This design comes from an exercise in tuning for small area on the open sky130 flow, not from production work.

Setup of the reference run:
==> flow/design.v <==
module scanner (address, data_out, start_scan, data_in, ready_second_buffer, start_second_buffer,
				ready_to_transfer, transfer, flush_signal, state, wr_en, read_inc, clk, rst);
	output reg [2:0] state;
	output wire [7:0] data_out;
	output reg [3:0] address;
	output reg ready_second_buffer, start_second_buffer, ready_to_transfer;
	input [7:0] data_in;
	input start_scan, transfer, flush_signal, clk, rst;
	input wr_en, read_inc;
	parameter lowPower = 3'b000, active = 3'b001, standby = 3'b010, idle = 3'b011, flush = 3'b100, transtage = 3'b101;
	reg [2:0] next;
	reg [3:0] read_address;
	reg mem_rst, read_inc_delayed, read_inc_edge;
	reg wr_en_delayed, wr_en_edge;
	reg [7:0] m [0:9];
	wire go_to_standby = ready_second_buffer;
	wire rd_end = (read_address > 4'd9);
	wire [7:0] wdata = data_in & {8{mem_rst}};
	wire wr = wr_en_edge & wr_en;
	assign data_out = rd_end ? 8'd0 : m[read_address];
	always @(posedge clk) begin
		if (~mem_rst) begin
			wr_en_delayed <= 1'b0;
			wr_en_edge <= 1'b0;
			address <= 4'd0;
		end else begin
			wr_en_delayed <= wr_en;
			wr_en_edge <= wr_en ^ wr_en_delayed;
			if (wr_en_edge & ~wr_en)
				address <= address + 1'd1;
		end
	end
	genvar g;
	generate for (g = 0; g < 10; g = g + 1) begin : mem
		always @(posedge clk)
			if (~mem_rst | (wr & (address == g)))
				m[g] <= wdata;
	end endgenerate
	always @(posedge clk) begin
		if (~rst) begin
			state <= lowPower;
			read_inc_delayed <= 1'b0;
			read_inc_edge <= 1'b0;
			mem_rst <= 1'b0;
		end else begin
			state <= next;
			read_inc_delayed <= read_inc;
			read_inc_edge <= read_inc ^ read_inc_delayed;
			mem_rst <= state[1] | state[0];
		end
	end
	always @(posedge clk) begin
		if (~rst) begin
			ready_to_transfer <= 1'b0;
			ready_second_buffer <= 1'b0;
			start_second_buffer <= 1'b0;
			read_address <= 4'b0;
			next <= lowPower;
		end else
		case (state)
			lowPower: 	begin
							ready_to_transfer <= 1'b0;
							ready_second_buffer <= 1'b0;
							start_second_buffer <= 1'b0;
							read_address <= 4'b0;
							if (start_scan && transfer == 1'b0)
								next <= active;
							else if (go_to_standby)
								next <= standby;
							else
								next <= lowPower;
						end
			active:		begin
							if (transfer)
								next <= transtage;
							else if (address == 4'd10)
								next <= idle;
							else
								next <= active;
							if (address >= 4'd7) begin
								ready_to_transfer <= 1'b1;
								ready_second_buffer <= 1'b1;
							end
							if (address >= 4'd8)
								start_second_buffer <= 1'b1;
						end
			standby: 	begin
							if (start_scan && transfer == 1'b0)
								next <= active;
							else
								next <= standby;
						end
			idle: 		begin
							ready_second_buffer <= 1'b0;
							start_second_buffer <= 1'b0;
							ready_to_transfer <= 1'b1;
							if (transfer)
								next <= transtage;
							else if (flush_signal)
								next <= flush;
							else
								next <= idle;
						end
			flush: 		begin
							if (address == 4'd0)
								next <= lowPower;
							else
								next <= flush;
						end
			transtage : begin
							if (rd_end)
								next <= lowPower;
							else begin
								next <= transtage;
								if (read_inc_edge && read_inc)
									read_address <= read_address + 1'b1;
							end
						end
			default: ;
		endcase
	end
endmodule
module top (data_out1, data_out2, state, state2, ready_to_transfer, ready_to_transfer2,
			data_in1, data_in2, start_scan, transfer_input, wr_en1, read_inc1, wr_en2, read_inc2, clk, rst);
	output [2:0] state, state2;
	output ready_to_transfer, ready_to_transfer2;
	output wire [7:0] data_out1, data_out2;
	input [7:0] data_in1, data_in2;
	input start_scan, transfer_input, wr_en1, read_inc1, wr_en2, read_inc2, clk, rst;
	wire start_second_buffer, ready_second_buffer;
	wire start_first_buffer, ready_first_buffer;
	wire [3:0] address1, address2;
	reg flush_signal, flush_signal2, transfer, transfer2;
	scanner scan (address1, data_out1, start_scan | start_first_buffer, data_in1, ready_second_buffer, start_second_buffer, ready_to_transfer, transfer, flush_signal, state, wr_en1, read_inc1, clk, rst);
	scanner scan2 (address2, data_out2, start_second_buffer, data_in2, ready_first_buffer, start_first_buffer, ready_to_transfer2, transfer2, flush_signal2, state2, wr_en2, read_inc2, clk, rst);
	always @(posedge clk) begin
		if (~rst) begin
			transfer <= 1'b0;
			transfer2 <= 1'b0;
			flush_signal <= 1'b0;
			flush_signal2 <= 1'b0;
		end else begin
			if (ready_to_transfer && transfer_input) transfer <= 1'b1;
			else if (address1 == 4'b0) transfer <= 1'b0;
			if (ready_to_transfer2 && transfer_input) transfer2 <= 1'b1;
			else if (address2 == 4'b0) transfer2 <= 1'b0;
			flush_signal <= (address2 >= 4'd4) && (address1 >= 4'd9);
			flush_signal2 <= (address1 >= 4'd4) && (address2 >= 4'd9);
		end
	end
endmodule
module serial_out(bit_out, char_sent, trans_en, load, data_in, tick, shift_t, clk, rst);
	output reg bit_out;
	output wire char_sent;
	input trans_en, load, tick, shift_t, clk, rst;
	input [7:0] data_in;
	reg [3:0] BSC;
	reg [3:0] BIC;
	reg [9:0] bitShift;
	wire parity = ^data_in;
	wire sr_shift = shift_t & (BSC == 4'b1111);
	assign char_sent = BIC[3] & BIC[2];
	always @(posedge clk) begin
		if (~rst) begin
			BSC <= 4'b0;
			BIC <= 4'd0;
		end else if (tick) begin
			if (~trans_en) begin
				BSC <= 4'b0;
				BIC <= 4'd0;
			end else begin
				BSC <= BSC + 1'b1;
				if (BIC >= 4'd11)
					BIC <= 4'd12;
				else if (BSC == 4'b1111)
					BIC <= BIC + 4'd1;
			end
		end
	end
	always @(posedge clk) begin
		if (~rst) begin
			bitShift <= 10'h3ff;
			bit_out <= 1'b1;
		end else begin
			if (load)
				bitShift <= {parity, data_in, 1'b0};
			else if (sr_shift)
				bitShift <= {1'b1, bitShift[9:1]};
			if (sr_shift)
				bit_out <= bitShift[0];
		end
	end
endmodule
module serial_in(data_out, char_received, ser_data_in, tick, shift_t, clk, rst);
	output [7:0] data_out;
	output wire char_received;
	input ser_data_in, tick, shift_t, clk, rst;
	reg en;
	reg [3:0] BSC;
	reg [3:0] BIC;
	reg [10:1] bitShift;
	wire sr_shift = shift_t & (BSC == 4'b0111);
	assign char_received = BIC[3] & BIC[2];
	assign data_out = bitShift[8:1];
	always @(posedge clk) begin
		if (~rst)
			en <= 1'b0;
		else if (char_received)
			en <= 1'b0;
		else if (~ser_data_in)
			en <= 1'b1;
	end
	always @(posedge clk) begin
		if (~rst) begin
			BSC <= 4'b0;
			BIC <= 4'd0;
		end else if (tick) begin
			if (~en) begin
				BSC <= 4'b0;
				BIC <= 4'd0;
			end else begin
				BSC <= BSC + 1'b1;
				if (BIC >= 4'd11)
					BIC <= 4'd12;
				else if (BSC == 4'b1111)
					BIC <= BIC + 4'd1;
			end
		end
	end
	always @(posedge clk) begin
		if (~rst)
			bitShift <= 10'h3ff;
		else if (sr_shift)
			bitShift <= {ser_data_in, bitShift[10:2]};
	end
endmodule
module network_sys(ready_to_transfer_in_0, ready_to_transfer_in_1, cpu_data_in_0, cpu_data_in_1, char_received, char_sent, net_data_in,
		ser_data_out, state, state2, hex0, hex1, hex2, hex3,
		ser_data_in, scanner_rst, start_scanning, start_transfer, cpu_data_out_0, cpu_data_out_1, wr_en1, wr_en2, read_inc1, read_inc2,
		trans_en, load, net_data_out, clk, rst);
	output wire [2:0] state, state2;
	output ready_to_transfer_in_0, ready_to_transfer_in_1;
	output ser_data_out;
	output wire [7:0] cpu_data_in_0, cpu_data_in_1;
	output wire char_received, char_sent;
	output wire [7:0] net_data_in;
	output wire [6:0] hex0, hex1, hex2, hex3;
	input clk, rst, ser_data_in;
	input scanner_rst, start_scanning, start_transfer;
	input [7:0] cpu_data_out_0, cpu_data_out_1;
	input wr_en1, wr_en2, read_inc1, read_inc2;
	input trans_en, load;
	input [7:0] net_data_out;
	wire scan_rst = rst & scanner_rst;
	top top(
		.data_out1(cpu_data_in_0), .data_out2(cpu_data_in_1),
		.state(state), .state2(state2),
		.ready_to_transfer(ready_to_transfer_in_0), .ready_to_transfer2(ready_to_transfer_in_1),
		.data_in1(cpu_data_out_0), .data_in2(cpu_data_out_1),
		.start_scan(start_scanning), .transfer_input(start_transfer),
		.wr_en1(wr_en1), .read_inc1(read_inc1), .wr_en2(wr_en2), .read_inc2(read_inc2),
		.clk(clk), .rst(scan_rst));
	reg [7:0] tBase;
	always @(posedge clk)
		if (~rst) tBase <= 8'd0;
		else tBase <= tBase + 1'b1;
	wire tick = (tBase == 8'd127);
	wire shift_t = (tBase == 8'd129);
	serial_out ser_out (ser_data_out, char_sent, trans_en, load, net_data_out, tick, shift_t, clk, rst);
	serial_in ser_in (net_data_in, char_received, ser_data_in, tick, shift_t, clk, rst);
	function [3:0] ones;
		input [7:0] n;
		ones = {n[7:1] % 7'd5, n[0]};
	endfunction
	function [6:0] seg;
		input [3:0] d;
		case (d)
			4'd0: seg = 7'b1000000;
			4'd1: seg = 7'b1111001;
			4'd2: seg = 7'b0100100;
			4'd3: seg = 7'b0110000;
			4'd4: seg = 7'b0011001;
			4'd5: seg = 7'b0010010;
			4'd6: seg = 7'b0000010;
			4'd7: seg = 7'b1111000;
			4'd8: seg = 7'b0000000;
			4'd9: seg = 7'b0011000;
			default: seg = 7'b1111111;
		endcase
	endfunction
	reg [3:0] d0, d1, d2, d3;
	always @(posedge clk) begin
		d0 <= ones(cpu_data_in_0);
		d1 <= ones(cpu_data_out_0);
		d2 <= ones(cpu_data_in_1);
		d3 <= ones(cpu_data_out_1);
	end
	assign hex0 = seg(d0);
	assign hex1 = seg(d1);
	assign hex2 = seg(d2);
	assign hex3 = seg(d3);
endmodule
Settings: LEC_CHECK=0, ABC_AREA=1, CAP_MARGIN=20, CORE_MARGIN=2, CORE_UTILIZATION=60, CTS_BUF_LIST=sky130_fd_sc_hd__clkbuf_2 sky130_fd_sc_hd__clkbuf_4 sky130_fd_sc_hd__clkbuf_8, PLACE_DENSITY=0.7, SLEW_MARGIN=20; clock period 10.0 ns.
standard.sh (not shown) runs the stock make flow with config.mk's settings and CLKGATE_MAP_FILE= SYNTH_SCRIPT=/design/flow/synth_recipe.tcl, a recipe that flattens the netlist after the stock synthesis.
==> flow/flow/run.sh <==
#!/bin/bash
# Own layout flow: the standard flow, except
#  - synthesis maps the logic with flow/abc.script and without ORFS's adder cells
#    (registers come out exactly as in the standard synthesis);
#  - the port buffers are the smallest buffer, sky130_fd_sc_hd__buf_1.
# Each tool's output goes to its own log in this folder.
set -euo pipefail
export OWN_WORK=$(pwd)
export OWN_ABC_SCRIPT=$OWN_WORK/flow/abc.script
sed -e "s#SYNTH_SCRIPT=[^ ]*#SYNTH_SCRIPT=$OWN_WORK/flow/synth.tcl ADDER_MAP_FILE=#" standard.sh > own_synth.sh
bash own_synth.sh synth > synth.log 2>&1
export BUFFER_PORTS_ARGS="-buffer_cell sky130_fd_sc_hd__buf_1"
bash standard.sh > layout.log 2>&1
==> flow/flow/abc.script <==
&get -n
&deepsyn -T 120
&put
dch
map -a
topo
stime -c
buffer -c
upsize -c
dnsize -c
==> flow/flow/synth.tcl <==
# Standard synthesis (synth_recipe.tcl), with the final ABC technology mapping
# run through our own area script (deepsyn) instead of ORFS's.
proc abc {args} {
  set i [lsearch -exact $args -script]
  if { $i >= 0 } {
    lset args [expr {$i + 1}] $::env(OWN_ABC_SCRIPT)
  }
  puts "own abc: $args"
  yosys abc {*}$args
}
source $::env(OWN_WORK)/synth_recipe.tcl
For the trial run, these inputs were changed with respect to the reference run:
diff --git a/flow/design.v b/flow/design.v
--- a/flow/design.v
+++ b/flow/design.v
@@ -265,38 +265,39 @@
 		if (~rst) tBase <= 8'd0;
 		else tBase <= tBase + 1'b1;
 	wire tick = (tBase == 8'd127);
 	wire shift_t = (tBase == 8'd129);
 	serial_out ser_out (ser_data_out, char_sent, trans_en, load, net_data_out, tick, shift_t, clk, rst);
 	serial_in ser_in (net_data_in, char_received, ser_data_in, tick, shift_t, clk, rst);
-	function [3:0] ones;
+	function [3:0] digit;
 		input [7:0] n;
-		ones = {n[7:1] % 7'd5, n[0]};
+		reg [2:0] r;
+		begin
+			r = n[7:1] % 7'd5;
+			digit = {(r == 3'd2) | (r == 3'd3), (r == 3'd1) | (r == 3'd2),
+				(r == 3'd1) | (r == 3'd2) | (r == 3'd4), n[0]};
+		end
 	endfunction
 	function [6:0] seg;
-		input [3:0] d;
-		case (d)
-			4'd0: seg = 7'b1000000;
-			4'd1: seg = 7'b1111001;
-			4'd2: seg = 7'b0100100;
-			4'd3: seg = 7'b0110000;
-			4'd4: seg = 7'b0011001;
-			4'd5: seg = 7'b0010010;
-			4'd6: seg = 7'b0000010;
-			4'd7: seg = 7'b1111000;
-			4'd8: seg = 7'b0000000;
-			4'd9: seg = 7'b0011000;
-			default: seg = 7'b1111111;
-		endcase
+		input [3:0] c;
+		begin
+			seg[0] = (~c[3] & ~c[1] & c[0]) | (c[3] & c[2] & ~c[0]);
+			seg[1] = (c[3] & ~c[2] & ~c[0]) | (c[3] & c[2] & c[0]);
+			seg[2] = (~c[3] & c[2] & ~c[0]);
+			seg[3] = (c[3] & c[2] & ~c[0]) | (~c[2] & c[0]);
+			seg[4] = (c[3] & c[2]) | c[0];
+			seg[5] = (~c[3] & c[2]) | (~c[1] & c[0]);
+			seg[6] = ~((c[3] & ~c[0]) | c[1]);
+		end
 	endfunction
 	reg [3:0] d0, d1, d2, d3;
 	always @(posedge clk) begin
-		d0 <= ones(cpu_data_in_0);
-		d1 <= ones(cpu_data_out_0);
-		d2 <= ones(cpu_data_in_1);
-		d3 <= ones(cpu_data_out_1);
+		d0 <= digit(cpu_data_in_0);
+		d1 <= digit(cpu_data_out_0);
+		d2 <= digit(cpu_data_in_1);
+		d3 <= digit(cpu_data_out_1);
 	end
 	assign hex0 = seg(d0);
 	assign hex1 = seg(d1);
 	assign hex2 = seg(d2);
 	assign hex3 = seg(d3);
 endmodule
### Flow results
- Flip-flop and latch share of the layout cell area for the trial run is lower than for the reference run.
- Met2 track demand over resource delta (the trial run -> the reference run): insignificant
- On smallest hold slack, the reference run and the trial run are basically level.
- Via count of the first global-routing pass: the reference run vs the trial run, no meaningful difference
- Relative to the reference run, sequential cell count has decreased by about 4% in the trial run.
No functional check of the RTL was part of any run of this note.

## afterwards: timing with drivers on the ports
The flow's constraints put no driver on any port. The routed layouts listed below were extracted and timed again, unchanged, in two steps.
Step 1 sets driving cells, clkbuf_16 on the clock port and buf_2 on the other inputs (assumed; they add their load-dependent delay and slew).
Step 2, shift: input delay + t, output delay - t, t = (earliest + latest rising clock arrival at the registers) / 2. This alone moves slack from input paths to output paths.
a / b / c = no drivers / after step 1 / after step 2; a / b = the first two.
run | t, ns | slack for setup (ns) | worst register clock-pin slew, ns
the reference run | 0.576 | 5.312 / 5.276 / 5.690 | 0.06 / 0.06
the trial run | 0.589 | 5.575 / 5.535 / 6.124 | 0.06 / 0.06
After both steps every run listed still meets setup and hold.
